Context: an optimization exercise on an open-source flow, tuned for small area. The choices shown serve that exercise and are no tape-out recipe.
The RTL was checked by simulation tests, not by an equivalence proof against the original design.
Power and IR drop assume default switching activity.

**flow/config.mk**
```make
export PLATFORM = sky130hd
export DESIGN_NAME = copter_soc
export DESIGN_NICKNAME = copter_soc
export VERILOG_FILES = /design/flow/design.v
export SDC_FILE = /design/flow/constraint.sdc
export NUM_CORES = 4
export LEC_CHECK = 0
export CAP_MARGIN = 20
export CORE_MARGIN = 2
export CORE_UTILIZATION = 40
export SLEW_MARGIN = 20
```
**flow/constraint.sdc**
```tcl
create_clock -name core_clock -period 8.0 [get_ports {clk}]
set_input_delay 1.6000 -clock core_clock [delete_from_list [all_inputs] [get_ports {clk}]]
set_output_delay 1.6000 -clock core_clock [all_outputs]
set_load 0.01 [all_outputs]
```
**flow/design.v**
```verilog
module spi_slave(
    input clk,
    input rst,
    input ss,
    input mosi,
    output miso,
    input sck,
    output done,
    input [7:0] din,
    output [7:0] dout
    );
reg mosi_d, mosi_q;
reg ss_d, ss_q;
reg sck_d, sck_q;
reg sck_old_d, sck_old_q;
reg [7:0] data_d, data_q;
reg done_d, done_q;
reg [2:0] bit_ct_d, bit_ct_q;
reg [7:0] dout_d, dout_q;
reg miso_d, miso_q;
assign miso = miso_q;
assign done = done_q;
assign dout = dout_q;
always @(*) begin
    ss_d = ss;
    mosi_d = mosi;
    miso_d = miso_q;
    sck_d = sck;
    sck_old_d = sck_q;
    data_d = data_q;
    done_d = 1'b0;
    bit_ct_d = bit_ct_q;
    dout_d = dout_q;
    if (ss_q) begin
        bit_ct_d = 3'b0;
        data_d = din;
        miso_d = data_q[7];
    end else begin
        if (!sck_old_q && sck_q) begin  
            data_d = {data_q[6:0], mosi_q};
            bit_ct_d = bit_ct_q + 1'b1;
            if (bit_ct_q == 3'b111) begin
                dout_d = {data_q[6:0], mosi_q};
                done_d = 1'b1;
                data_d = din;
            end
        end else if (sck_old_q && !sck_q) begin  
            miso_d = data_q[7];
        end
    end
end
always @(posedge clk) begin
    if (rst) begin
        done_q <= 1'b0;
        bit_ct_q <= 3'b0;
        dout_q <= 8'b0;
        miso_q <= 1'b1;
    end else begin
        done_q <= done_d;
        bit_ct_q <= bit_ct_d;
        dout_q <= dout_d;
        miso_q <= miso_d;
    end
    sck_q <= sck_d;
    mosi_q <= mosi_d;
    ss_q <= ss_d;
    data_q <= data_d;
    sck_old_q <= sck_old_d;
end
endmodule
module FIFO_v #(parameter ADDR_W = 4, DATA_W = 24, BUFF_L = 16, ALMST_F = 3, ALMST_E = 3) 	 
			(
			output reg 		[DATA_W- 1	:	0]				data_out,
			output reg 		[ADDR_W		:	0]				data_count,
			output	reg															empty,
			output	reg															full,
			output	reg															almst_empty,
			output	reg															almst_full,
			output	reg															err,
			input		wire	[DATA_W -1	:	0]				data_in,
			input		wire														wr_en,
			input		wire														rd_en,
			input		wire 														n_reset,
			input		wire														clk
			);
			reg 				[DATA_W-1 : 0] 	mem_array [0 : (2**ADDR_W)-1];
			reg					[ADDR_W-1 : 0]	rd_ptr, wr_ptr;
			reg					[ADDR_W-1 : 0]	rd_ptr_nxt, wr_ptr_nxt;
			reg														full_ff, empty_ff;
			reg														full_ff_nxt, empty_ff_nxt;
			reg														almst_f_ff, almst_e_ff;
			reg														almst_f_ff_nxt, almst_e_ff_nxt;
			reg					[ADDR_W : 0]		q_reg, q_nxt;
			reg														q_add, q_sub;
	always @ (posedge clk)
		begin	:	reg_update
			if(n_reset == 1'b 0)
				begin
					rd_ptr <= {(ADDR_W-1){1'b 0}};
					wr_ptr <= {(ADDR_W-1){1'b 0}};
					full_ff <= 1'b 0;
					empty_ff <= 1'b 1;
					almst_f_ff <= 1'b 0;
					almst_e_ff <= 1'b 1;
					q_reg <= {(ADDR_W){1'b 0}};
				end
			else
				begin
					rd_ptr <= rd_ptr_nxt;
					wr_ptr <= wr_ptr_nxt;
					full_ff <= full_ff_nxt;
					empty_ff <= empty_ff_nxt;
					almst_f_ff <= almst_f_ff_nxt;
					almst_e_ff <= almst_e_ff_nxt;
					q_reg <= q_nxt;
				 end
		end	 
	always @ ( almst_e_ff, almst_f_ff, q_reg)
		begin	:	Wtr_Mrk_Cont
			almst_e_ff_nxt = almst_e_ff;
			almst_f_ff_nxt = almst_f_ff;				
			if(q_reg < ALMST_E)
				almst_e_ff_nxt = 1'b 1;
			else
				almst_e_ff_nxt = 1'b 0;
			if(q_reg > BUFF_L-ALMST_F)
				almst_f_ff_nxt = 1'b 1;
			else
				almst_f_ff_nxt = 1'b 0;
		end	 
	always @ (wr_en, rd_en, wr_ptr, rd_ptr, empty_ff, full_ff, q_reg)
		begin
			wr_ptr_nxt = wr_ptr ;											 
			rd_ptr_nxt = rd_ptr;
			full_ff_nxt = full_ff;
			empty_ff_nxt = empty_ff;
			q_add = 1'b 0;
			q_sub = 1'b 0;
			if(wr_en == 1'b 1 & rd_en == 1'b 0)
				begin
					if(full_ff == 1'b 0)
						begin
							if(wr_ptr < BUFF_L-1)									
								begin
									q_add = 1'b 1;
									wr_ptr_nxt = wr_ptr + 1;
									empty_ff_nxt = 1'b 0;
								end
							else
								begin
									wr_ptr_nxt = {(ADDR_W-1){1'b 0}};
									empty_ff_nxt = 1'b 0;
								end
							if( (wr_ptr+1 == rd_ptr) || ((wr_ptr == BUFF_L-1) && (rd_ptr == 1'b 0)))   
								full_ff_nxt = 1'b 1;
						end
				end
			if( (wr_en == 1'b 0) && (rd_en == 1'b 1))
				begin					
					if(empty_ff == 1'b 0) 
						begin
							if(rd_ptr < BUFF_L-1 )													
								begin
									if(q_reg > 0)
										q_sub = 1'b 1;
									else
										q_sub = 1'b 0;
									rd_ptr_nxt = rd_ptr + 1;
									full_ff_nxt = 1'b 0;
								end
							else	
								begin
									rd_ptr_nxt = {(ADDR_W-1){1'b 0}}; 
									full_ff_nxt = 1'b 0;		
								end
							if( (rd_ptr  + 1 == wr_ptr) || ((rd_ptr == BUFF_L -1) && (wr_ptr == 1'b 0 )))  
								empty_ff_nxt = 1'b 1;
						end
				end
			if( (wr_en == 1'b 1) && (rd_en == 1'b 1) && (full_ff == 1'b 1))
				begin
					if(rd_ptr < BUFF_L -1)
						rd_ptr_nxt = rd_ptr + 1;
					else
						rd_ptr_nxt = {(ADDR_W-1){1'b 0}};
					full_ff_nxt = 1'b 0;
					q_sub = 1'b 1;
				end
			else if( (wr_en == 1'b 1) && (rd_en == 1'b 1)) 
				begin
					if(wr_ptr < BUFF_L -1) 
						wr_ptr_nxt = wr_ptr  + 1;	
					else											
						wr_ptr_nxt =  {(ADDR_W-1){1'b 0}}; 
					if(rd_ptr < BUFF_L -1) 
						rd_ptr_nxt = rd_ptr + 1;		
					else
						rd_ptr_nxt = {(ADDR_W-1){1'b 0}}; 
				end
		end   
	always @ (posedge clk)
		begin		:		mem_cont
			if( n_reset == 1'b 0)
				begin
					mem_array[rd_ptr] <=  {(DATA_W-1){1'b 0}}; 
					data_out <= {(DATA_W-1){1'b 0}}; 
					err <= 1'b 0;
				end
			else
				begin
					if( (wr_en == 1'b 1) && (full_ff == 1'b 0) )
						begin
							mem_array[wr_ptr] <=  data_in;
							err <= 1'b 0;						
						end
					else if( (wr_en == 1'b 1) && (full_ff == 1'b 1))       
						err <= 1'b 1;
					if( (rd_en == 1'b 1) && (empty_ff == 1'b 0))
						begin
							data_out <= mem_array[rd_ptr];
							err <= 1'b 0;
						end
					else if( (rd_en == 1'b 1) && (empty_ff == 1'b 1))
						err <= 1'b 1;
				end	 
		end	 
	always @ ( q_sub, q_add, q_reg)
		begin	:	Counter
			case( {q_sub , q_add} )
				2'b 01 :
						q_nxt = q_reg + 1;
				2'b 10 :
						q_nxt = q_reg - 1;
				default :
						q_nxt = q_reg;
			endcase 	
		end	 
	always @ (full_ff, empty_ff, almst_e_ff, almst_f_ff, q_reg)
		begin
			full = full_ff;
			empty = empty_ff;
			almst_empty = almst_e_ff; 
			almst_full = almst_f_ff;
			data_count = q_reg;
		end
endmodule
module axis_wb_master #
(
    parameter IMPLICIT_FRAMING = 0,                   
    parameter COUNT_SIZE = 16,                        
    parameter AXIS_DATA_WIDTH = 8,                    
    parameter AXIS_KEEP_WIDTH = (AXIS_DATA_WIDTH/8),  
    parameter WB_DATA_WIDTH = 32,                     
    parameter WB_ADDR_WIDTH = 32,                     
    parameter WB_SELECT_WIDTH = (WB_DATA_WIDTH/8),    
    parameter READ_REQ = 8'hA1,                       
    parameter WRITE_REQ = 8'hA2,                      
    parameter READ_RESP = 8'hA3,                      
    parameter WRITE_RESP = 8'hA4                      
)
(
    input  wire                       clk,
    input  wire                       rst,
    input  wire [AXIS_DATA_WIDTH-1:0] input_axis_tdata,
    input  wire [AXIS_KEEP_WIDTH-1:0] input_axis_tkeep,
    input  wire                       input_axis_tvalid,
    output wire                       input_axis_tready,
    input  wire                       input_axis_tlast,
    input  wire                       input_axis_tuser,
    output wire [AXIS_DATA_WIDTH-1:0] output_axis_tdata,
    output wire [AXIS_KEEP_WIDTH-1:0] output_axis_tkeep,
    output wire                       output_axis_tvalid,
    input  wire                       output_axis_tready,
    output wire                       output_axis_tlast,
    output wire                       output_axis_tuser,
    output wire [WB_ADDR_WIDTH-1:0]   wb_adr_o,    
    input  wire [WB_DATA_WIDTH-1:0]   wb_dat_i,    
    output wire [WB_DATA_WIDTH-1:0]   wb_dat_o,    
    output wire                       wb_we_o,     
    output wire [WB_SELECT_WIDTH-1:0] wb_sel_o,    
    output wire                       wb_stb_o,    
    input  wire                       wb_ack_i,    
    input  wire                       wb_err_i,    
    output wire                       wb_cyc_o,    
    output wire                       busy
);
localparam AXIS_DATA_WORD_SIZE = AXIS_DATA_WIDTH / AXIS_KEEP_WIDTH;
parameter WB_VALID_ADDR_WIDTH = WB_ADDR_WIDTH - $clog2(WB_SELECT_WIDTH);
parameter WB_WORD_WIDTH = WB_SELECT_WIDTH;
parameter WB_WORD_SIZE = WB_DATA_WIDTH/WB_WORD_WIDTH;
parameter WORD_PART_ADDR_WIDTH = $clog2(WB_WORD_SIZE/AXIS_DATA_WORD_SIZE);
parameter ADDR_WIDTH_ADJ = WB_ADDR_WIDTH+WORD_PART_ADDR_WIDTH;
parameter COUNT_WORD_WIDTH = (COUNT_SIZE+AXIS_DATA_WORD_SIZE-1)/AXIS_DATA_WORD_SIZE;
parameter ADDR_WORD_WIDTH = (ADDR_WIDTH_ADJ+AXIS_DATA_WORD_SIZE-1)/AXIS_DATA_WORD_SIZE;
localparam [2:0]
    STATE_IDLE = 3'd0,
    STATE_HEADER = 3'd1,
    STATE_READ_1 = 3'd2,
    STATE_READ_2 = 3'd3,
    STATE_WRITE_1 = 3'd4,
    STATE_WRITE_2 = 3'd5,
    STATE_WAIT_LAST = 3'd6;
reg [2:0] state_reg, state_next;
reg [COUNT_SIZE-1:0] ptr_reg, ptr_next;
reg [7:0] count_reg, count_next;
reg last_cycle_reg;
reg [ADDR_WIDTH_ADJ-1:0] addr_reg, addr_next;
reg [WB_DATA_WIDTH-1:0] data_reg, data_next;
reg input_axis_tready_reg, input_axis_tready_next;
reg wb_we_o_reg, wb_we_o_next;
reg [WB_SELECT_WIDTH-1:0] wb_sel_o_reg, wb_sel_o_next;
reg wb_stb_o_reg, wb_stb_o_next;
reg wb_cyc_o_reg, wb_cyc_o_next;
reg busy_reg;
reg [AXIS_DATA_WIDTH-1:0] output_axis_tdata_int;
reg [AXIS_KEEP_WIDTH-1:0] output_axis_tkeep_int;
reg                       output_axis_tvalid_int;
reg                       output_axis_tready_int_reg;
reg                       output_axis_tlast_int;
reg                       output_axis_tuser_int;
wire                      output_axis_tready_int_early;
assign input_axis_tready = input_axis_tready_reg;
assign wb_adr_o = {addr_reg[ADDR_WIDTH_ADJ-1:ADDR_WIDTH_ADJ-WB_VALID_ADDR_WIDTH], {WB_ADDR_WIDTH-WB_VALID_ADDR_WIDTH{1'b0}}};
assign wb_dat_o = data_reg;
assign wb_we_o = wb_we_o_reg;
assign wb_sel_o = wb_sel_o_reg;
assign wb_stb_o = wb_stb_o_reg;
assign wb_cyc_o = wb_cyc_o_reg;
assign busy = busy_reg;
always @* begin
    state_next = STATE_IDLE;
    ptr_next = ptr_reg;
    count_next = count_reg;
    input_axis_tready_next = 1'b0;
    output_axis_tdata_int = {AXIS_DATA_WIDTH{1'b0}};
    output_axis_tkeep_int = {{AXIS_KEEP_WIDTH-1{1'b0}}, 1'b1};
    output_axis_tvalid_int = 1'b0;
    output_axis_tlast_int = 1'b0;
    output_axis_tuser_int = 1'b0;
    addr_next = addr_reg;
    data_next = data_reg;
    wb_we_o_next = wb_we_o_reg;
    wb_sel_o_next = wb_sel_o_reg;
    wb_stb_o_next = 1'b0;
    wb_cyc_o_next = 1'b0;
    case (state_reg)
        STATE_IDLE: begin
            input_axis_tready_next = output_axis_tready_int_early;
            wb_we_o_next = 1'b0;
            if (input_axis_tready & input_axis_tvalid) begin
                if (!IMPLICIT_FRAMING & input_axis_tlast) begin
                    state_next = STATE_IDLE;
                end else if (input_axis_tdata == READ_REQ) begin
                    output_axis_tdata_int = READ_RESP;
                    output_axis_tvalid_int = 1'b1;
                    output_axis_tlast_int = 1'b0;
                    output_axis_tuser_int = 1'b0;
                    wb_we_o_next = 1'b0;
                    count_next = COUNT_WORD_WIDTH+ADDR_WORD_WIDTH-1;
                    state_next = STATE_HEADER;
                end else if (input_axis_tdata == WRITE_REQ) begin
                    output_axis_tdata_int = WRITE_RESP;
                    output_axis_tvalid_int = 1'b1;
                    output_axis_tlast_int = 1'b0;
                    output_axis_tuser_int = 1'b0;
                    wb_we_o_next = 1'b1;
                    count_next = COUNT_WORD_WIDTH+ADDR_WORD_WIDTH-1;
                    state_next = STATE_HEADER;
                end else begin
                    if (IMPLICIT_FRAMING) begin
                        state_next = STATE_IDLE;
                    end else begin
                        state_next = STATE_WAIT_LAST;
                    end
                end
            end else begin
                state_next = STATE_IDLE;
            end
        end
        STATE_HEADER: begin
            input_axis_tready_next = output_axis_tready_int_early;
            if (input_axis_tready & input_axis_tvalid) begin
                output_axis_tdata_int = input_axis_tdata;
                output_axis_tvalid_int = 1'b1;
                output_axis_tlast_int = 1'b0;
                output_axis_tuser_int = 1'b0;
                if (count_reg < COUNT_WORD_WIDTH) begin
                    ptr_next[AXIS_DATA_WORD_SIZE*count_reg +: AXIS_DATA_WORD_SIZE] = input_axis_tdata;
                end else begin
                    addr_next[AXIS_DATA_WORD_SIZE*(count_reg-COUNT_WORD_WIDTH) +: AXIS_DATA_WORD_SIZE] = input_axis_tdata;
                end
                count_next = count_reg - 1;
                if (count_reg == 0) begin
                    if (WB_ADDR_WIDTH == WB_VALID_ADDR_WIDTH && WORD_PART_ADDR_WIDTH == 0) begin
                        count_next = 0;
                    end else begin
                        count_next = addr_reg[ADDR_WIDTH_ADJ-WB_VALID_ADDR_WIDTH-1:0];
                    end
                    wb_sel_o_next = {WB_SELECT_WIDTH{1'b0}};
                    data_next = {WB_DATA_WIDTH{1'b0}};
                    if (wb_we_o_reg) begin
                        if (input_axis_tlast) begin
                            output_axis_tlast_int = 1'b1;
                            output_axis_tuser_int = 1'b1;
                            state_next = STATE_IDLE;
                        end else begin
                            output_axis_tlast_int = 1'b1;
                            state_next = STATE_WRITE_1;
                        end
                    end else begin
                        if (IMPLICIT_FRAMING) begin
                            input_axis_tready_next = 1'b0;
                        end else begin
                            input_axis_tready_next = !(last_cycle_reg || (input_axis_tvalid & input_axis_tlast));
                        end
                        wb_cyc_o_next = 1'b1;
                        wb_stb_o_next = 1'b1;
                        wb_sel_o_next = {WB_SELECT_WIDTH{1'b1}};
                        state_next = STATE_READ_1;
                    end
                end else begin
                    if (IMPLICIT_FRAMING) begin
                        state_next = STATE_HEADER;
                    end else begin
                        if (input_axis_tlast) begin
                            output_axis_tlast_int = 1'b1;
                            output_axis_tuser_int = 1'b1;
                            state_next = STATE_IDLE;
                        end else begin
                            state_next = STATE_HEADER;
                        end
                    end
                end
            end else begin
                state_next = STATE_HEADER;
            end
        end
        STATE_READ_1: begin
            wb_cyc_o_next = 1'b1;
            wb_stb_o_next = 1'b1;
            if (!IMPLICIT_FRAMING) begin
                input_axis_tready_next = !(last_cycle_reg || (input_axis_tvalid & input_axis_tlast));
            end
            if (wb_ack_i || wb_err_i) begin
                data_next = wb_dat_i;
                addr_next = addr_reg + (1 << (WB_ADDR_WIDTH-WB_VALID_ADDR_WIDTH+WORD_PART_ADDR_WIDTH));
                wb_cyc_o_next = 1'b0;
                wb_stb_o_next = 1'b0;
                wb_sel_o_next = {WB_SELECT_WIDTH{1'b0}};
                state_next = STATE_READ_2;
            end else begin
                state_next = STATE_READ_1;
            end
        end
        STATE_READ_2: begin
            if (!IMPLICIT_FRAMING) begin
                input_axis_tready_next = !(last_cycle_reg || (input_axis_tvalid & input_axis_tlast));
            end
            if (output_axis_tready_int_reg) begin
                output_axis_tdata_int = data_reg[AXIS_DATA_WORD_SIZE*count_reg +: AXIS_DATA_WORD_SIZE];
                output_axis_tvalid_int = 1'b1;
                output_axis_tlast_int = 1'b0;
                output_axis_tuser_int = 1'b0;
                count_next = count_reg + 1;
                ptr_next = ptr_reg - 1;
                if (ptr_reg == 1) begin
                    output_axis_tlast_int = 1'b1;
                    if (!IMPLICIT_FRAMING && !(last_cycle_reg || (input_axis_tvalid & input_axis_tlast))) begin
                        state_next = STATE_WAIT_LAST;
                    end else begin
                        input_axis_tready_next = output_axis_tready_int_early;
                        state_next = STATE_IDLE;
                    end
                end else if (count_reg == (WB_SELECT_WIDTH*WB_WORD_SIZE/AXIS_DATA_WORD_SIZE)-1) begin
                    count_next = 0;
                    wb_cyc_o_next = 1'b1;
                    wb_stb_o_next = 1'b1;
                    wb_sel_o_next = {WB_SELECT_WIDTH{1'b1}};
                    state_next = STATE_READ_1;
                end else begin
                    state_next = STATE_READ_2;
                end
            end else begin
                state_next = STATE_READ_2;
            end
        end
        STATE_WRITE_1: begin
            input_axis_tready_next = 1'b1;
            if (input_axis_tready & input_axis_tvalid) begin
                data_next[AXIS_DATA_WORD_SIZE*count_reg +: AXIS_DATA_WORD_SIZE] = input_axis_tdata;
                count_next = count_reg + 1;
                ptr_next = ptr_reg - 1;
                wb_sel_o_next[count_reg >> ((WB_WORD_SIZE/AXIS_DATA_WORD_SIZE)-1)] = 1'b1;
                if (count_reg == (WB_SELECT_WIDTH*WB_WORD_SIZE/AXIS_DATA_WORD_SIZE)-1 || ptr_reg == 1) begin
                    count_next = 0;
                    input_axis_tready_next = 1'b0;
                    wb_cyc_o_next = 1'b1;
                    wb_stb_o_next = 1'b1;
                    state_next = STATE_WRITE_2;
                end else begin
                    state_next = STATE_WRITE_1;
                end
            end else begin
                state_next = STATE_WRITE_1;
            end
        end
        STATE_WRITE_2: begin
            wb_cyc_o_next = 1'b1;
            wb_stb_o_next = 1'b1;
            if (wb_ack_i || wb_err_i) begin
                data_next = {WB_DATA_WIDTH{1'b0}};
                addr_next = addr_reg + (1 << (WB_ADDR_WIDTH-WB_VALID_ADDR_WIDTH+WORD_PART_ADDR_WIDTH));
                wb_cyc_o_next = 1'b0;
                wb_stb_o_next = 1'b0;
                wb_sel_o_next = {WB_SELECT_WIDTH{1'b0}};
                if (ptr_reg == 0) begin
                    if (!IMPLICIT_FRAMING && !last_cycle_reg) begin
                        input_axis_tready_next = 1'b1;
                        state_next = STATE_WAIT_LAST;
                    end else begin
                        input_axis_tready_next = output_axis_tready_int_early;
                        state_next = STATE_IDLE;
                    end
                end else begin
                    state_next = STATE_WRITE_1;
                end
            end else begin
                state_next = STATE_WRITE_2;
            end
        end
        STATE_WAIT_LAST: begin
            input_axis_tready_next = 1'b1;
            if (input_axis_tready & input_axis_tvalid) begin
                if (input_axis_tlast) begin
                    input_axis_tready_next = output_axis_tready_int_early;
                    state_next = STATE_IDLE;
                end else begin
                    state_next = STATE_WAIT_LAST;
                end
            end else begin
                state_next = STATE_WAIT_LAST;
            end
        end
    endcase
end
always @(posedge clk) begin
    if (rst) begin
        state_reg <= STATE_IDLE;
        input_axis_tready_reg <= 1'b0;
        wb_stb_o_reg <= 1'b0;
        wb_cyc_o_reg <= 1'b0;
        busy_reg <= 1'b0;
    end else begin
        state_reg <= state_next;
        input_axis_tready_reg <= input_axis_tready_next;
        wb_stb_o_reg <= wb_stb_o_next;
        wb_cyc_o_reg <= wb_cyc_o_next;
        busy_reg <= state_next != STATE_IDLE;
    end
    ptr_reg <= ptr_next;
    count_reg <= count_next;
    if (input_axis_tready & input_axis_tvalid) begin
        last_cycle_reg <= input_axis_tlast;
    end
    addr_reg <= addr_next;
    data_reg <= data_next;
    wb_we_o_reg <= wb_we_o_next;
    wb_sel_o_reg <= wb_sel_o_next;
end
reg [AXIS_DATA_WIDTH-1:0] output_axis_tdata_reg;
reg [AXIS_KEEP_WIDTH-1:0] output_axis_tkeep_reg;
reg                       output_axis_tvalid_reg, output_axis_tvalid_next;
reg                       output_axis_tlast_reg;
reg                       output_axis_tuser_reg;
reg [AXIS_DATA_WIDTH-1:0] temp_axis_tdata_reg;
reg [AXIS_KEEP_WIDTH-1:0] temp_axis_tkeep_reg;
reg                       temp_axis_tvalid_reg, temp_axis_tvalid_next;
reg                       temp_axis_tlast_reg;
reg                       temp_axis_tuser_reg;
reg store_axis_int_to_output;
reg store_axis_int_to_temp;
reg store_axis_temp_to_output;
assign output_axis_tdata = output_axis_tdata_reg;
assign output_axis_tkeep = output_axis_tkeep_reg;
assign output_axis_tvalid = output_axis_tvalid_reg;
assign output_axis_tlast = output_axis_tlast_reg;
assign output_axis_tuser = output_axis_tuser_reg;
assign output_axis_tready_int_early = output_axis_tready | (~temp_axis_tvalid_reg & (~output_axis_tvalid_reg | ~output_axis_tvalid_int));
always @* begin
    output_axis_tvalid_next = output_axis_tvalid_reg;
    temp_axis_tvalid_next = temp_axis_tvalid_reg;
    store_axis_int_to_output = 1'b0;
    store_axis_int_to_temp = 1'b0;
    store_axis_temp_to_output = 1'b0;
    if (output_axis_tready_int_reg) begin
        if (output_axis_tready | ~output_axis_tvalid_reg) begin
            output_axis_tvalid_next = output_axis_tvalid_int;
            store_axis_int_to_output = 1'b1;
        end else begin
            temp_axis_tvalid_next = output_axis_tvalid_int;
            store_axis_int_to_temp = 1'b1;
        end
    end else if (output_axis_tready) begin
        output_axis_tvalid_next = temp_axis_tvalid_reg;
        temp_axis_tvalid_next = 1'b0;
        store_axis_temp_to_output = 1'b1;
    end
end
always @(posedge clk) begin
    if (rst) begin
        output_axis_tvalid_reg <= 1'b0;
        output_axis_tready_int_reg <= 1'b0;
        temp_axis_tvalid_reg <= 1'b0;
    end else begin
        output_axis_tvalid_reg <= output_axis_tvalid_next;
        output_axis_tready_int_reg <= output_axis_tready_int_early;
        temp_axis_tvalid_reg <= temp_axis_tvalid_next;
    end
    if (store_axis_int_to_output) begin
        output_axis_tdata_reg <= output_axis_tdata_int;
        output_axis_tkeep_reg <= output_axis_tkeep_int;
        output_axis_tlast_reg <= output_axis_tlast_int;
        output_axis_tuser_reg <= output_axis_tuser_int;
    end else if (store_axis_temp_to_output) begin
        output_axis_tdata_reg <= temp_axis_tdata_reg;
        output_axis_tkeep_reg <= temp_axis_tkeep_reg;
        output_axis_tlast_reg <= temp_axis_tlast_reg;
        output_axis_tuser_reg <= temp_axis_tuser_reg;
    end
    if (store_axis_int_to_temp) begin
        temp_axis_tdata_reg <= output_axis_tdata_int;
        temp_axis_tkeep_reg <= output_axis_tkeep_int;
        temp_axis_tlast_reg <= output_axis_tlast_int;
        temp_axis_tuser_reg <= output_axis_tuser_int;
    end
end
endmodule
module spiwishbone
(
input wire          i_clk,
input wire          i_resetn,   
input wire          i_spi_clk,
output wire         o_spi_miso,
input wire          i_spi_mosi,
input wire          i_spi_cs,
output wire [31:0]  m_wb_adr_o,    
input wire [31:0]   m_wb_dat_i,    
output wire [31:0]  m_wb_dat_o,    
output wire         m_wb_we_o,     
output wire [3:0]   m_wb_sel_o,    
output wire         m_wb_stb_o,    
input wire          m_wb_ack_i,    
input wire          m_wb_err_i,    
output wire         m_wb_cyc_o,    
output wire         o_busy);
wire rx_ready_spi;
wire axis_tready;
reg readFifo;
reg readyToReadFifo;
wire [7:0] fifo_rd_byte;
wire fifo_empty;
wire s_axis_tkeep = 1'b1;
wire [7:0]  c_axis_tdata;
wire        c_axis_tvalid;
wire c_axis_tready;
wire [7:0]  s_axis_tdata;
wire        s_axis_tvalid;
wire        s_axis_tready;
assign s_axis_tvalid = rx_ready_spi & s_axis_tready;
always @(posedge i_clk or negedge i_resetn) begin
    if (!i_resetn) begin
         readFifo <= 1'b0;
         readyToReadFifo <= 1'b0;
    end
    else begin
        if ( ~readyToReadFifo  & rx_ready_spi )
            readyToReadFifo <= 1'b1;
        if (~fifo_empty & ~readFifo & readyToReadFifo) begin
            readFifo <= 1'b1;
            readyToReadFifo <= 1'b0;
        end
        else if (readFifo ) begin
                readFifo <= 1'b0;
        end
    end  
end
spi_slave spi(  .clk(i_clk),
                .rst(~i_resetn),
                .ss(i_spi_cs),
                .mosi(i_spi_mosi),
                .miso(o_spi_miso),
                .sck(i_spi_clk),
                .done(rx_ready_spi),
                .din(fifo_rd_byte),
                .dout(s_axis_tdata));
FIFO_v  #(.DATA_W(8))
          axis_fifo  ( .data_out(fifo_rd_byte),
                        .data_count(),
                        .empty(fifo_empty),
                        .full(c_axis_tready),
                        .almst_empty(),
                        .almst_full(),
                        .err(),
                        .data_in(c_axis_tdata),
                        .wr_en(c_axis_tvalid),
                        .rd_en(readFifo),
                        .n_reset(i_resetn),
                        .clk(i_clk));
axis_wb_master #( .IMPLICIT_FRAMING(1) )
                 wb_master (.clk(i_clk),
                            .rst(~i_resetn),
                            .input_axis_tdata(s_axis_tdata),
                            .input_axis_tkeep(s_axis_tkeep),
                            .input_axis_tvalid(s_axis_tvalid),
                            .input_axis_tready(s_axis_tready),
                            .input_axis_tlast(1'b0),
                            .input_axis_tuser(1'b0),
                            .output_axis_tdata(c_axis_tdata),
                            .output_axis_tkeep(),
                            .output_axis_tvalid(c_axis_tvalid),
                            .output_axis_tready(~c_axis_tready),
                            .output_axis_tlast(),
                            .output_axis_tuser(),
                            .wb_adr_o(m_wb_adr_o),
                            .wb_dat_i(m_wb_dat_i),
                            .wb_dat_o(m_wb_dat_o),
                            .wb_we_o(m_wb_we_o), 
                            .wb_sel_o(m_wb_sel_o),
                            .wb_stb_o(m_wb_stb_o),
                            .wb_ack_i(m_wb_ack_i),
                            .wb_err_i(m_wb_err_i),
                            .wb_cyc_o(m_wb_cyc_o),
                          .busy(o_busy));
endmodule
module threeport_mux #
(
    parameter DATA_WIDTH = 32,                     
    parameter ADDR_WIDTH = 32,                     
    parameter SELECT_WIDTH = (DATA_WIDTH/8)        
)
(
    input  wire                    clk,
    input  wire                    rst,
    input  wire [ADDR_WIDTH-1:0]   wbm_adr_i,      
    input  wire [DATA_WIDTH-1:0]   wbm_dat_i,      
    output wire [DATA_WIDTH-1:0]   wbm_dat_o,      
    input  wire                    wbm_we_i,       
    input  wire [SELECT_WIDTH-1:0] wbm_sel_i,      
    input  wire                    wbm_stb_i,      
    output wire                    wbm_ack_o,      
    output wire                    wbm_err_o,      
    output wire                    wbm_rty_o,      
    input  wire                    wbm_cyc_i,      
    output wire [ADDR_WIDTH-1:0]   wbs0_adr_o,     
    input  wire [DATA_WIDTH-1:0]   wbs0_dat_i,     
    output wire [DATA_WIDTH-1:0]   wbs0_dat_o,     
    output wire                    wbs0_we_o,      
    output wire [SELECT_WIDTH-1:0] wbs0_sel_o,     
    output wire                    wbs0_stb_o,     
    input  wire                    wbs0_ack_i,     
    input  wire                    wbs0_err_i,     
    input  wire                    wbs0_rty_i,     
    output wire                    wbs0_cyc_o,     
    input  wire [ADDR_WIDTH-1:0]   wbs0_addr,      
    input  wire [ADDR_WIDTH-1:0]   wbs0_addr_msk,  
    output wire [ADDR_WIDTH-1:0]   wbs1_adr_o,     
    input  wire [DATA_WIDTH-1:0]   wbs1_dat_i,     
    output wire [DATA_WIDTH-1:0]   wbs1_dat_o,     
    output wire                    wbs1_we_o,      
    output wire [SELECT_WIDTH-1:0] wbs1_sel_o,     
    output wire                    wbs1_stb_o,     
    input  wire                    wbs1_ack_i,     
    input  wire                    wbs1_err_i,     
    input  wire                    wbs1_rty_i,     
    output wire                    wbs1_cyc_o,     
    input  wire [ADDR_WIDTH-1:0]   wbs1_addr,      
    input  wire [ADDR_WIDTH-1:0]   wbs1_addr_msk,  
    output wire [ADDR_WIDTH-1:0]   wbs2_adr_o,     
    input  wire [DATA_WIDTH-1:0]   wbs2_dat_i,     
    output wire [DATA_WIDTH-1:0]   wbs2_dat_o,     
    output wire                    wbs2_we_o,      
    output wire [SELECT_WIDTH-1:0] wbs2_sel_o,     
    output wire                    wbs2_stb_o,     
    input  wire                    wbs2_ack_i,     
    input  wire                    wbs2_err_i,     
    input  wire                    wbs2_rty_i,     
    output wire                    wbs2_cyc_o,     
    input  wire [ADDR_WIDTH-1:0]   wbs2_addr,      
    input  wire [ADDR_WIDTH-1:0]   wbs2_addr_msk   
);
wire wbs0_match = ~|((wbm_adr_i ^ wbs0_addr) & wbs0_addr_msk);
wire wbs1_match = ~|((wbm_adr_i ^ wbs1_addr) & wbs1_addr_msk);
wire wbs2_match = ~|((wbm_adr_i ^ wbs2_addr) & wbs2_addr_msk);
wire wbs0_sel = wbs0_match;
wire wbs1_sel = wbs1_match & ~(wbs0_match);
wire wbs2_sel = wbs2_match & ~(wbs0_match | wbs1_match);
wire master_cycle = wbm_cyc_i & wbm_stb_i;
wire select_error = ~(wbs0_sel | wbs1_sel | wbs2_sel) & master_cycle;
assign wbm_dat_o = wbs0_sel ? wbs0_dat_i :
                   wbs1_sel ? wbs1_dat_i :
                   wbs2_sel ? wbs2_dat_i :
                   {DATA_WIDTH{1'b0}};
assign wbm_ack_o = wbs0_ack_i |
                   wbs1_ack_i |
                   wbs2_ack_i;
assign wbm_err_o = wbs0_err_i |
                   wbs1_err_i |
                   wbs2_err_i |
                   select_error;
assign wbm_rty_o = wbs0_rty_i |
                   wbs1_rty_i |
                   wbs2_rty_i;
assign wbs0_adr_o = wbm_adr_i;
assign wbs0_dat_o = wbm_dat_i;
assign wbs0_we_o = wbm_we_i & wbs0_sel;
assign wbs0_sel_o = wbm_sel_i;
assign wbs0_stb_o = wbm_stb_i & wbs0_sel;
assign wbs0_cyc_o = wbm_cyc_i & wbs0_sel;
assign wbs1_adr_o = wbm_adr_i;
assign wbs1_dat_o = wbm_dat_i;
assign wbs1_we_o = wbm_we_i & wbs1_sel;
assign wbs1_sel_o = wbm_sel_i;
assign wbs1_stb_o = wbm_stb_i & wbs1_sel;
assign wbs1_cyc_o = wbm_cyc_i & wbs1_sel;
assign wbs2_adr_o = wbm_adr_i;
assign wbs2_dat_o = wbm_dat_i;
assign wbs2_we_o = wbm_we_i & wbs2_sel;
assign wbs2_sel_o = wbm_sel_i;
assign wbs2_stb_o = wbm_stb_i & wbs2_sel;
assign wbs2_cyc_o = wbm_cyc_i & wbs2_sel;
endmodule
module mux_oneshotpwmled #
(
    parameter DATA_WIDTH = 32,                     
    parameter ADDR_WIDTH = 32,                     
    parameter SELECT_WIDTH = (DATA_WIDTH/8)        
)
(
    input  wire                    clk,
    input  wire                    rstn,
    input  wire [ADDR_WIDTH-1:0]   wbm_adr_i,      
    input  wire [DATA_WIDTH-1:0]   wbm_dat_i,      
    output wire [DATA_WIDTH-1:0]   wbm_dat_o,      
    input  wire                    wbm_we_i,       
    input  wire [SELECT_WIDTH-1:0] wbm_sel_i,      
    input  wire                    wbm_stb_i,      
    output wire                    wbm_ack_o,      
    output wire                    wbm_err_o,      
    output wire                    wbm_rty_o,      
    input  wire                    wbm_cyc_i,      
    output wire [ADDR_WIDTH-1:0]   led_adr_o,     
    input  wire [DATA_WIDTH-1:0]   led_dat_i,     
    output wire [DATA_WIDTH-1:0]   led_dat_o,     
    output wire                    led_we_o,      
    output wire [SELECT_WIDTH-1:0] led_sel_o,     
    output wire                    led_stb_o,     
    input  wire                    led_ack_i,     
    input  wire                    led_err_i,     
    input  wire                    led_rty_i,     
    output wire                    led_cyc_o,     
    output wire [ADDR_WIDTH-1:0]   pwmdecoder_adr_o,     
    input  wire [DATA_WIDTH-1:0]   pwmdecoder_dat_i,     
    output wire [DATA_WIDTH-1:0]   pwmdecoder_dat_o,     
    output wire                    pwmdecoder_we_o,      
    output wire [SELECT_WIDTH-1:0] pwmdecoder_sel_o,     
    output wire                    pwmdecoder_stb_o,     
    input  wire                    pwmdecoder_ack_i,     
    input  wire                    pwmdecoder_err_i,     
    input  wire                    pwmdecoder_rty_i,     
    output wire                    pwmdecoder_cyc_o,     
    output wire [ADDR_WIDTH-1:0]   oneshot_adr_o,     
    input  wire [DATA_WIDTH-1:0]   oneshot_dat_i,     
    output wire [DATA_WIDTH-1:0]   oneshot_dat_o,     
    output wire                    oneshot_we_o,      
    output wire [SELECT_WIDTH-1:0] oneshot_sel_o,     
    output wire                    oneshot_stb_o,     
    input  wire                    oneshot_ack_i,     
    input  wire                    oneshot_err_i,     
    input  wire                    oneshot_rty_i,     
    output wire                    oneshot_cyc_o  
);
threeport_mux mux( .clk(clk),
            .rst(rstn),
            .wbm_adr_i(wbm_adr_i),
            .wbm_dat_i(wbm_dat_i),
            .wbm_dat_o(wbm_dat_o),
            .wbm_we_i(wbm_we_i),
            .wbm_sel_i(wbm_sel_i),
            .wbm_stb_i(wbm_stb_i),
            .wbm_ack_o(wbm_ack_o),
            .wbm_err_o(wbm_err_o),
            .wbm_rty_o(wbm_rty_o),
            .wbm_cyc_i(wbm_cyc_i),
            .wbs0_adr_o(led_adr_o),
            .wbs0_dat_i(led_dat_i),
            .wbs0_dat_o(led_dat_o),
            .wbs0_we_o(led_we_o),
            .wbs0_sel_o(led_sel_o),
            .wbs0_stb_o(led_stb_o),
            .wbs0_ack_i(led_ack_i),
            .wbs0_err_i(led_err_i),
            .wbs0_rty_i(led_rty_i),
            .wbs0_cyc_o(led_cyc_o),
            .wbs0_addr(32'h0000_00FF),
            .wbs0_addr_msk(32'hFFFF_FF00),
            .wbs1_adr_o(pwmdecoder_adr_o),
            .wbs1_dat_i(pwmdecoder_dat_i),
            .wbs1_dat_o(pwmdecoder_dat_o),
            .wbs1_we_o(pwmdecoder_we_o),
            .wbs1_sel_o(pwmdecoder_sel_o),
            .wbs1_stb_o(pwmdecoder_stb_o),
            .wbs1_ack_i(pwmdecoder_ack_i),
            .wbs1_err_i(pwmdecoder_err_i),
            .wbs1_rty_i(pwmdecoder_rty_i),
            .wbs1_cyc_o(pwmdecoder_cyc_o),
            .wbs1_addr(32'h0000_01FF),
            .wbs1_addr_msk(32'hFFFF_FE00),
            .wbs2_adr_o(oneshot_adr_o),
            .wbs2_dat_i(oneshot_dat_i),
            .wbs2_dat_o(oneshot_dat_o),
            .wbs2_we_o(oneshot_we_o),
            .wbs2_sel_o(oneshot_sel_o),
            .wbs2_stb_o(oneshot_stb_o),
            .wbs2_ack_i(oneshot_ack_i),
            .wbs2_err_i(oneshot_err_i),
            .wbs2_rty_i(oneshot_rty_i),
            .wbs2_cyc_o(oneshot_cyc_o),
            .wbs2_addr(32'h0000_03FF),
        .wbs2_addr_msk(32'hFFFF_FC00));
endmodule
module led_wb #
(
    parameter DATA_WIDTH = 32,                   
    parameter ADDR_WIDTH = 32,                   
    parameter SELECT_WIDTH = (DATA_WIDTH/8)      
)
(
    input  wire                    clk,
    input  wire                    rst,
    input  wire [ADDR_WIDTH-1:0]   wb_adr_i,    
    input  wire [DATA_WIDTH-1:0]   wb_dat_i,    
    output wire [DATA_WIDTH-1:0]   wb_dat_o,    
    input  wire                    wb_we_i,     
    input  wire [SELECT_WIDTH-1:0] wb_sel_i,    
    input  wire                    wb_stb_i,    
    output wire                    wb_ack_o,    
    output wire                    wb_err_o,    
    output wire                    wb_rty_o,    
    input  wire                    wb_cyc_i,    
    output wire o_led_0,
    output wire o_led_1,
    output wire o_led_2,
    output wire o_led_3,
    output wire o_led_green,
    output wire o_led_blue,
    output wire o_led_red );
reg [31:0] led;
reg ack;
assign wb_rty_o = 0;
assign wb_err_o = 0;
assign wb_dat_o = led; 
assign o_led_0 = led[0];
assign o_led_1 = led[1];
assign o_led_2 = led[2];
assign o_led_3 = led[3];
assign o_led_green = led[4];
assign o_led_blue = led[5]; 
assign o_led_red = led[6];
always @(posedge clk) begin
    if (~rst) begin
        led <= 0;
        ack <= 1'b0;
    end else begin
        if ((~ack & wb_cyc_i & wb_stb_i)) begin
            if (wb_we_i) begin
                case(wb_adr_i[3:0])
                8'h4 :  led <= led ^ wb_dat_i;
                8'h8 :  led <= led & ~wb_dat_i;
                default:
                    led <= wb_dat_i;
                endcase
            end
            ack <= 1'b1;
        end
        if (ack) begin
            ack <= 1'b0;
        end
    end     
end
assign  wb_ack_o = ack;
endmodule
module oneshot_wb #
(
    parameter DATA_WIDTH = 32,                     
    parameter ADDR_WIDTH = 32,                     
    parameter SELECT_WIDTH = (DATA_WIDTH/8)        
)
(
    input wire i_clk,
    input wire i_rst,
    input  wire [ADDR_WIDTH-1:0]   wbm_adr_i,      
    input  wire [DATA_WIDTH-1:0]   wbm_dat_i,      
    output wire [DATA_WIDTH-1:0]   wbm_dat_o,      
    input  wire                    wbm_we_i,       
    input  wire [SELECT_WIDTH-1:0] wbm_sel_i,      
    input  wire                    wbm_stb_i,      
    output wire                    wbm_ack_o,      
    output wire                    wbm_err_o,      
    output wire                    wbm_rty_o,      
    input  wire                    wbm_cyc_i      
);
reg [DATA_WIDTH-1:0]   lcl_wbm_dat_o;      
reg                    lcl_wbm_ack_o;      
reg                    lcl_wbm_err_o;      
reg                    lcl_wbm_rty_o;      
reg                    lcl_ack;
wire [31:0]  pwm_0 = 32'h0;
wire [31:0]  pwm_1 = 32'h1;
wire [31:0]  pwm_2 = 32'h2;
wire [31:0]  pwm_3 = 32'h13;
wire [31:0]  pwm_4 = 32'h5;
wire [31:0]  pwm_5 = 32'h6;
    always @(posedge i_clk) begin
        if (~i_rst) begin
            lcl_ack <= 1'b0;
            lcl_wbm_dat_o <= {DATA_WIDTH{1'b0}};
        end
        else if ( wbm_stb_i & wbm_cyc_i & ~wbm_we_i & ~lcl_ack)
        begin
            lcl_ack <= 1'b1;
            case (wbm_adr_i & 32'h0FF)
            32'h0: begin
                lcl_wbm_dat_o <= pwm_0;
            end
            32'h4: begin
                lcl_wbm_dat_o <= pwm_1;
            end
            32'h8: begin
                lcl_wbm_dat_o <= pwm_2;
            end
            32'h0C: begin
                lcl_wbm_dat_o <= pwm_3;
            end
            32'h10: begin
                lcl_wbm_dat_o <= pwm_4;
            end   
            32'h14: begin
                lcl_wbm_dat_o <= pwm_5;
            end 
            endcase
        end
        else if (lcl_ack) begin
            lcl_ack <= 1'b0;
        end
end    
assign wbm_dat_o = lcl_wbm_dat_o;
assign wbm_ack_o = lcl_ack;
assign wbm_err_o = 1'b0;
assign wbm_rty_o = 1'b0;
endmodule
`default_nettype none
module pwmdecoder #(
        parameter clockFreq = 50000000)
        (input wire i_clk,
        input wire i_pwm,
        input wire i_resetn,
        output wire  o_pwm_ready,
        output reg [15:0] o_pwm_value);
reg [15:0] pwm_on_count;
reg [15:0] pwm_off_count;
reg pwm_ready;
reg [1:0] state;
reg [15:0] clk_counter;
reg [1:0] pwm_sig;
localparam CLK_DIVIDER = (clockFreq / 1_000_000) -1;
localparam GUARD_ERROR_LOW 	= 16'hC000;
localparam GUARD_ERROR_HIGH = 16'h8000;
localparam MEASURING_ON = 2'b1;
localparam MEASURING_OFF = 2'b0;
localparam MEASURE_COMPLETE = 2'b10;
localparam NO_ERROR = 16'h0;
localparam GUARD_TIME_ON_MAX = 16'd2600; 
localparam GUARD_TIME_ON_MIN = 16'd800;
localparam GUARD_TIME_OFF_MAX = 16'd20000;
assign o_pwm_ready = pwm_ready;
always @(posedge i_clk or negedge i_resetn) begin
    if (!i_resetn) begin
        pwm_ready <= 0;
        state <= MEASURING_OFF;
        clk_counter <= 0; 
        pwm_on_count <= 0;
        pwm_off_count <= 0;
        pwm_sig <= 0;
	    o_pwm_value <= GUARD_ERROR_LOW;
    end
    else begin
        if (clk_counter < CLK_DIVIDER )
            clk_counter <= clk_counter + 1'b1;
        else 
             clk_counter <= 0;
        pwm_sig = {pwm_sig[0], i_pwm};
        case (state)
            MEASURING_OFF: begin 
                if (pwm_sig[1] == 0) 
                begin
                    if (clk_counter == CLK_DIVIDER ) 
                    begin
                        if (pwm_off_count < GUARD_TIME_OFF_MAX)
                            pwm_off_count <= pwm_off_count + 1'b1;
                        else 
                        begin
                            o_pwm_value <= pwm_off_count | GUARD_ERROR_LOW; 
		                    pwm_ready <= 1;
                    	   state <= MEASURE_COMPLETE;
                        end
                    end
                end
                else begin
                    pwm_on_count <= 0;
                    pwm_ready <= 0;
                    state <= MEASURING_ON;
                    clk_counter <= 0;
                end
            end
            MEASURING_ON: begin  
                if (pwm_sig[1]) begin
                    if (clk_counter == CLK_DIVIDER )
                    begin
                        if (pwm_on_count < GUARD_TIME_ON_MAX)                           
                            pwm_on_count <= pwm_on_count + 1'b1;
                        else begin
						    state <= MEASURE_COMPLETE;
							o_pwm_value <= pwm_on_count  | GUARD_ERROR_HIGH;
							pwm_ready <= 1;
						end
                    end
                end
                else 
                begin
                    pwm_ready <= 1;
                    state <= MEASURE_COMPLETE;
		            o_pwm_value <= pwm_on_count;
                end
            end
            MEASURE_COMPLETE: begin  
                clk_counter <= 0;
                pwm_ready <= 0;
                state <= MEASURING_OFF;
                pwm_on_count <=0;
                pwm_off_count <= 0;
            end
        endcase 
    end
end
endmodule
`default_nettype none
module pwmdecoder_wb #
    (
    parameter clockFreq = 100_000_000,
    parameter DATA_WIDTH = 32,                     
    parameter ADDR_WIDTH = 32,                     
    parameter SELECT_WIDTH = (DATA_WIDTH/8)        
)
(
    input wire i_clk,
    input wire i_rstn,
    input  wire [ADDR_WIDTH-1:0]              wb_adr_i,      
    input  wire [DATA_WIDTH-1:0]   wb_dat_i,      
    output wire [DATA_WIDTH-1:0]   wb_dat_o,      
    input  wire                    wb_we_i,       
    input  wire [SELECT_WIDTH-1:0] wb_sel_i,      
    input  wire                    wb_stb_i,      
    output wire                    wb_ack_o,      
    output wire                    wb_err_o,      
    output wire                    wb_rty_o,      
    input  wire                    wb_cyc_i,      
    input wire i_pwm_0,
    input wire i_pwm_1,
    input wire i_pwm_2,
    input wire i_pwm_3,
    input wire i_pwm_4,
    input wire i_pwm_5
);
reg [DATA_WIDTH-1:0]   lcl_wb_dat_o;      
reg                    lcl_wb_ack_o;
wire pwm_ready_0;
wire [15:0] pwm_value_0;
wire [15:0] pwm_value_1;
wire [15:0] pwm_value_2;
wire [15:0] pwm_value_3;
wire [15:0] pwm_value_4;
wire [15:0] pwm_value_5;
always @(posedge i_clk) begin
    if ( wb_stb_i & wb_cyc_i)
        begin
            casez (wb_adr_i)
            5'h0: begin
               lcl_wb_dat_o <= { 16'h0, pwm_value_0};
            end
            5'h4: begin
                lcl_wb_dat_o <= { 16'h0, pwm_value_1};
            end
            5'h8: begin
                lcl_wb_dat_o <= { 16'h0,  pwm_value_2};
            end
            5'h0C: begin
                lcl_wb_dat_o <= { 16'h0, pwm_value_3};
            end
            5'h10: begin
                lcl_wb_dat_o <= { 16'h0, pwm_value_4};
            end   
            5'h14: begin
                lcl_wb_dat_o <= { 16'h0, pwm_value_5};
            end 
            default:
                lcl_wb_dat_o <= 32'hFFFFFFFF;
            endcase
        end
end
pwmdecoder #(.clockFreq(clockFreq)) pwmDecoder_0  (.i_clk(i_clk),
                        .i_pwm(i_pwm_0),
                        .i_resetn(i_rstn),
                        .o_pwm_ready(),
                        .o_pwm_value(pwm_value_0));   
pwmdecoder #(.clockFreq(clockFreq)) pwmDecoder_1 (.i_clk(i_clk),
                        .i_pwm(i_pwm_1),
                        .i_resetn(i_rstn),
                        .o_pwm_ready(),
                        .o_pwm_value(pwm_value_1));   
pwmdecoder #(.clockFreq(clockFreq)) pwmDecoder_2 
                        (.i_clk(i_clk),
                        .i_pwm(i_pwm_2),
                        .i_resetn(i_rstn),
                        .o_pwm_ready(),
                        .o_pwm_value(pwm_value_2));   
pwmdecoder #(.clockFreq(clockFreq)) pwmDecoder_3 
                        (.i_clk(i_clk),
                        .i_pwm(i_pwm_3),
                        .i_resetn(i_rstn),
                        .o_pwm_ready(),
                        .o_pwm_value(pwm_value_3));   
pwmdecoder #(.clockFreq(clockFreq)) pwmDecoder_4 
                        (.i_clk(i_clk),
                        .i_pwm(i_pwm_4),
                        .i_resetn(i_rstn),
                        .o_pwm_ready(),
                        .o_pwm_value(pwm_value_4));   
pwmdecoder #(.clockFreq(clockFreq)) pwmDecoder_5
                        (.i_clk(i_clk),
                        .i_pwm(i_pwm_5),
                        .i_resetn(i_rstn),
                        .o_pwm_ready(),
                        .o_pwm_value(pwm_value_5));   
always @(posedge i_clk) begin
if ( wb_stb_i & wb_cyc_i & ~lcl_wb_ack_o)
    begin
        lcl_wb_ack_o <= 1'b1;
    end
    else begin
        lcl_wb_ack_o <= 1'b0;
    end
end
assign wb_dat_o = lcl_wb_dat_o;
assign wb_ack_o = lcl_wb_ack_o;
assign wb_err_o = 1'b0;
assign wb_rty_o = 1'b0;
endmodule
module copter_soc (
    input  wire       clk,
    input  wire       rstn,          
    input  wire       spi_sck,
    input  wire       spi_mosi,
    input  wire       spi_cs,        
    output wire       spi_miso,
    input  wire [5:0] pwm_in,
    output wire [6:0] led,
    output wire       busy
);
wire [31:0] m_adr;
wire [31:0] m_dat_r;
wire [31:0] m_dat_w;
wire        m_we;
wire [3:0]  m_sel;
wire        m_stb;
wire        m_ack;
wire        m_err;
wire        m_rty;
wire        m_cyc;
wire [31:0] led_adr, led_dat_r, led_dat_w;
wire        led_we, led_stb, led_ack, led_err, led_rty, led_cyc;
wire [3:0]  led_sel;
wire [31:0] pwm_adr, pwm_dat_r, pwm_dat_w;
wire        pwm_we, pwm_stb, pwm_ack, pwm_err, pwm_rty, pwm_cyc;
wire [3:0]  pwm_sel;
wire [31:0] os_adr, os_dat_r, os_dat_w;
wire        os_we, os_stb, os_ack, os_err, os_rty, os_cyc;
wire [3:0]  os_sel;
spiwishbone bridge (
    .i_clk(clk),
    .i_resetn(rstn),
    .i_spi_clk(spi_sck),
    .o_spi_miso(spi_miso),
    .i_spi_mosi(spi_mosi),
    .i_spi_cs(spi_cs),
    .m_wb_adr_o(m_adr),
    .m_wb_dat_i(m_dat_r),
    .m_wb_dat_o(m_dat_w),
    .m_wb_we_o(m_we),
    .m_wb_sel_o(m_sel),
    .m_wb_stb_o(m_stb),
    .m_wb_ack_i(m_ack),
    .m_wb_err_i(m_err),
    .m_wb_cyc_o(m_cyc),
    .o_busy(busy));
mux_oneshotpwmled mux (
    .clk(clk),
    .rstn(rstn),
    .wbm_adr_i(m_adr),
    .wbm_dat_i(m_dat_w),
    .wbm_dat_o(m_dat_r),
    .wbm_we_i(m_we),
    .wbm_sel_i(m_sel),
    .wbm_stb_i(m_stb),
    .wbm_ack_o(m_ack),
    .wbm_err_o(m_err),
    .wbm_rty_o(m_rty),
    .wbm_cyc_i(m_cyc),
    .led_adr_o(led_adr),
    .led_dat_i(led_dat_r),
    .led_dat_o(led_dat_w),
    .led_we_o(led_we),
    .led_sel_o(led_sel),
    .led_stb_o(led_stb),
    .led_ack_i(led_ack),
    .led_err_i(led_err),
    .led_rty_i(led_rty),
    .led_cyc_o(led_cyc),
    .pwmdecoder_adr_o(pwm_adr),
    .pwmdecoder_dat_i(pwm_dat_r),
    .pwmdecoder_dat_o(pwm_dat_w),
    .pwmdecoder_we_o(pwm_we),
    .pwmdecoder_sel_o(pwm_sel),
    .pwmdecoder_stb_o(pwm_stb),
    .pwmdecoder_ack_i(pwm_ack),
    .pwmdecoder_err_i(pwm_err),
    .pwmdecoder_rty_i(pwm_rty),
    .pwmdecoder_cyc_o(pwm_cyc),
    .oneshot_adr_o(os_adr),
    .oneshot_dat_i(os_dat_r),
    .oneshot_dat_o(os_dat_w),
    .oneshot_we_o(os_we),
    .oneshot_sel_o(os_sel),
    .oneshot_stb_o(os_stb),
    .oneshot_ack_i(os_ack),
    .oneshot_err_i(os_err),
    .oneshot_rty_i(os_rty),
    .oneshot_cyc_o(os_cyc));
led_wb leds (
    .clk(clk),
    .rst(rstn),
    .wb_adr_i(led_adr),
    .wb_dat_i(led_dat_w),
    .wb_dat_o(led_dat_r),
    .wb_we_i(led_we),
    .wb_sel_i(led_sel),
    .wb_stb_i(led_stb),
    .wb_ack_o(led_ack),
    .wb_err_o(led_err),
    .wb_rty_o(led_rty),
    .wb_cyc_i(led_cyc),
    .o_led_0(led[0]),
    .o_led_1(led[1]),
    .o_led_2(led[2]),
    .o_led_3(led[3]),
    .o_led_green(led[4]),
    .o_led_blue(led[5]),
    .o_led_red(led[6]));
pwmdecoder_wb #(.clockFreq(16_000_000)) pwm (
    .i_clk(clk),
    .i_rstn(rstn),
    .wb_adr_i({24'h0, pwm_adr[7:0]}),
    .wb_dat_i(pwm_dat_w),
    .wb_dat_o(pwm_dat_r),
    .wb_we_i(pwm_we),
    .wb_sel_i(pwm_sel),
    .wb_stb_i(pwm_stb),
    .wb_ack_o(pwm_ack),
    .wb_err_o(pwm_err),
    .wb_rty_o(pwm_rty),
    .wb_cyc_i(pwm_cyc),
    .i_pwm_0(pwm_in[0]),
    .i_pwm_1(pwm_in[1]),
    .i_pwm_2(pwm_in[2]),
    .i_pwm_3(pwm_in[3]),
    .i_pwm_4(pwm_in[4]),
    .i_pwm_5(pwm_in[5]));
oneshot_wb oneshot (
    .i_clk(clk),
    .i_rst(rstn),
    .wbm_adr_i(os_adr),
    .wbm_dat_i(os_dat_w),
    .wbm_dat_o(os_dat_r),
    .wbm_we_i(os_we),
    .wbm_sel_i(os_sel),
    .wbm_stb_i(os_stb),
    .wbm_ack_o(os_ack),
    .wbm_err_o(os_err),
    .wbm_rty_o(os_rty),
    .wbm_cyc_i(os_cyc));
endmodule
```
**flow/run.sh**
```bash
#!/bin/bash
# synth_recipe.tcl (not shown) runs the flow's synth.tcl, then flattens the netlist and writes it again
# the make line also repeats each setting of config.mk as NAME=value (left out here)
make -C /OpenROAD-flow-scripts/flow DESIGN_CONFIG=/design/flow/config.mk WORK_HOME=/design/flow/orfs CLKGATE_MAP_FILE= SYNTH_SCRIPT=/design/flow/synth_recipe.tcl finish
```
==> results.txt <==
## cells by family (layout without fill, tap and decap cells)
kind of cell    after synthesis  count (layout)
simple gates               1295            1295
mux                         254             254
flops                       745             745
other cells                   1              72
fa+ha+maj                   101             101
xor+xnor                    111             111
compound gates              678             678
buf+inv                     311             338
## power by group through the flow
stage | logic, mW | registers [mW] | clock network (mW)
global route | 1.45 | 4.40 | 4.45
floorplan | 0.977 | 4.33 | 0
CTS | 1.30 | 4.37 | 4.30
global placement | 1.28 | 4.44 | 0
finish | 1.29 | 4.37 | 4.21
detailed placement | 1.29 | 4.45 | 0
## Yosys cell counts, drive strengths merged, types with 64 or more instances
cell type and count:
dfrtp 392, o21ai 148, clkbuf 157, dfxtp 83, nor4 64, xnor2 91
nand2b 68, edfxtp 258, nand3 171, ha 101, a21oi 220, inv 120
mux2 132, nor2 326, mux2i 74, nor3 95, nand2 288
## per-stage QoR
| stage | worst slack, ps | hold WS [ps] | cell area, sq um |
|---|---|---|---|
| 2_1_floorplan | 3570 | 331 | 37300 |
| 3_3_place_gp | 2420 | 346 | 38600 |
| 3_5_place_dp | 2310 | 344 | 38600 |
| 4_1_cts | 2310 | 359 | 41700 |
| 5_1_grt | 1610 | 367 | 41700 |
| 6_report | 2330 | 356 | 41700 |
## layer usage
metal / share of wire, % / track usage [%]
met1: 47 / 27.2
met2: 46 / 30.0
met3: 4.8 / 2.56
met4: 2.7 / 5.49
met5: 0.014 / 0
## area by class of cell
type | instances | share of cell area, %
Clock inverter | 48 | 1.64
Timing Repair Buffer | 58 | 1.20
Sequential cell | 745 | 46.9
Multi-Input combinational cell | 2511 | 39.9
Clock buffer | 110 | 5.70
Tap cell | 1186 | 3.56
Inverter | 122 | 1.10
## critical path, cell delays in order, from the launching register on
cell	delay (ps)
edfxtp_1	710
clkinv_1	460
ha_1	450
nor3b_2	250
nand3_1	200
nand4_2	200
or3_1	530
ha_1	340
nor4bb_1	280
nand4_1	150
nand2b_1	180
nor4_1	500
nand4_1	650
o21ai_0	410
a21oi_1	60
## path summary, 6_finish.rpt
path                                          startpoint                              end  depth (start not counted)
setup reg to reg           bridge.wb_master.count_reg[1]    bridge.wb_master.addr_reg[24]                         14
hold / removal                          bridge.spi.sck_q             bridge.spi.sck_old_q                          0
min in group asynchronous                           rstn           bridge.readyToReadFifo                          1
hold reg to reg                         bridge.spi.sck_q             bridge.spi.sck_old_q                          0
max in group asynchronous                           rstn  pwm.pwmDecoder_2.o_pwm_value[4]                          4
setup / recovery           bridge.wb_master.count_reg[1]    bridge.wb_master.addr_reg[24]                         14
==> results.toml <==
[outcome]
status = "complete, no violations"

[power]
power_frac_seq_pct = 44.3
powerDensity_nw_per_um2 = 237
leakagePower_nw = 16.2
combPwrFrac_pct = 13.0
power_mw = 9.87
clockPowerShare_pct = 42.7
vdd_drop_max_v = 0.000164
power.switching_mw = 2.68
internal_power_mw = 7.18
p_sw_share_pct = 27.2

[die]
core.rowCount = 111
dieArea_sq_um = 95000
start_util_pct = 40.4
coreArea_sq_um = 91700
io_pins = 20
fp.dieW_um = 308
fp.dieH_um = 308

[grt]
grt_max_degree = 134
grt_overflow = 0
grt_pass1_vias = 25600
grt_pass1_wl_um = 144000
grt_usage_pct = 19.0
antenna_found_initial = 1

[final_layout]
multi_input_area_sq_um = 16600
largest_reg_flops = 128
drive_gt1_share_pct = 11.8
final_util_pct = 45.5
diodes = 0
final_cell_mix = "392 x dfrtp_1, 324 x nor2_1, 288 x nand2_1"
fillerInstances = 8492
final_nets = 3635
final_common_cell = "dfrtp_1"
final_cell_count_no_fill = 4780
ff_latch_area_sq_um = 19500
top_register = "bridge.axis_fifo.mem_array"
area_growth_pct = 12.5

[logic_synthesis]
synth_area_per_cell_sq_um = 10.6
synth_mux_area_share_pct = 8.93
syn-instance-count = 3496
synth-compound-area-share_pct = 11.7
synth_seq_cells = 745
syn_area_sq_um = 37000
synth_fa_ha_area_share_pct = 3.41
synth-edff-count = 258
synthTopCellsByArea = "dfrtp_1 26%, edfxtp_1 21%, dfxtp_1 4.5%"
ys_seq_area_share_pct = 52.7
synth_top_family_by_area = "simple AND/OR/NAND/NOR gates"
synthSimpleGateAreaFrac_pct = 17.2
synth_warnings = 8
async_reset_ff_share_pct = 54.2
synth-xor-area-share_pct = 2.62
synth_top_cell_by_area = "dfrtp_1"
yosys.cell_types.count = 91
synth_flop_cell = "dfrtp_1"
yosysTopAreaCellShare_pct = 26.5

[placed_design]
gp_congestion = 0.916
portBuffers = 19
dp_cells = 4622
place_hpwl_um = 59900

[routing]
routedWlPerCell_um = 18.8
avgViaCountPerCell = 5.55
wirelength_um = 89800
via_count = 26500
remaining_drc_errors = 0
drt_first_pass_iters = 7
drtIter0Drc = 2322
ant_nets = 0

[timing]
final-setup-viol-count = 0
rsz0062_at_grt = "no"
setup_tns_ps = 0
period_minus_slack_ps = 5670
skew_ps = 24.2
max_slew.worst_pin.slew_ps = 1100
hold_violations = 0
fmax_mhz = 176
relSlewSlack_pct = 26.5
final_max_slew_viol_count = 0
fin_crit_sh_pct = 70.9

[clock_tree]
post_cts_buffers = 0
cts_root_buf = "clkbuf_16"
cts.clk_slew.worst_paths_ps = 60
post_cts_resized = 0
insertion_delay_ps = 650
cts_max_path_buffers = 3
cts_tree = "built"
h-tree-depth = 3
clock-sinks = 745
ctsHoldBuffers = 0
cts_made_buffers = 85

[worst_setup_path]
crit_path_start_kind = "register"
worstSetupPathType = "reg2reg"
critPathCaptureType = "register"
rrSetupSlack_ps = 2330
cp_data_required_time_ps = 8360
critPathArrivalTime_ps = 6030
worstPathMaxFanout = 16

[job]
cap_violations = 0

[worst_hold_path]
hold_path.class = "reg2reg"

==> afterwards: timing with drivers on the ports <==
Ports are ideal in the flow. The routed layout listed here was re-timed in OpenROAD.
Step 1: set_driving_cell puts a clkbuf_16 on clk and a buf_2 on each other input, an assumption about the parent block.
Step 2 adds t to the input delays and takes it off the output delays; t is the mean of the earliest and latest rising clock arrival at the registers after step 1. Input paths then give back, and output paths get back, about the clock's delay inside the block.
Slacks: ideal ports / drivers / drivers and shift; pairs: ideal ports / drivers.
shift t [ns]: 0.712
setup WS [ns]: 2.329 / 2.329 / 2.329
worst setup path at the end: register to register
After both steps this run still meets setup and hold. For this run, drivers alone change the setup slack by 0.000 ns; drivers and shift together by 0.000 ns.
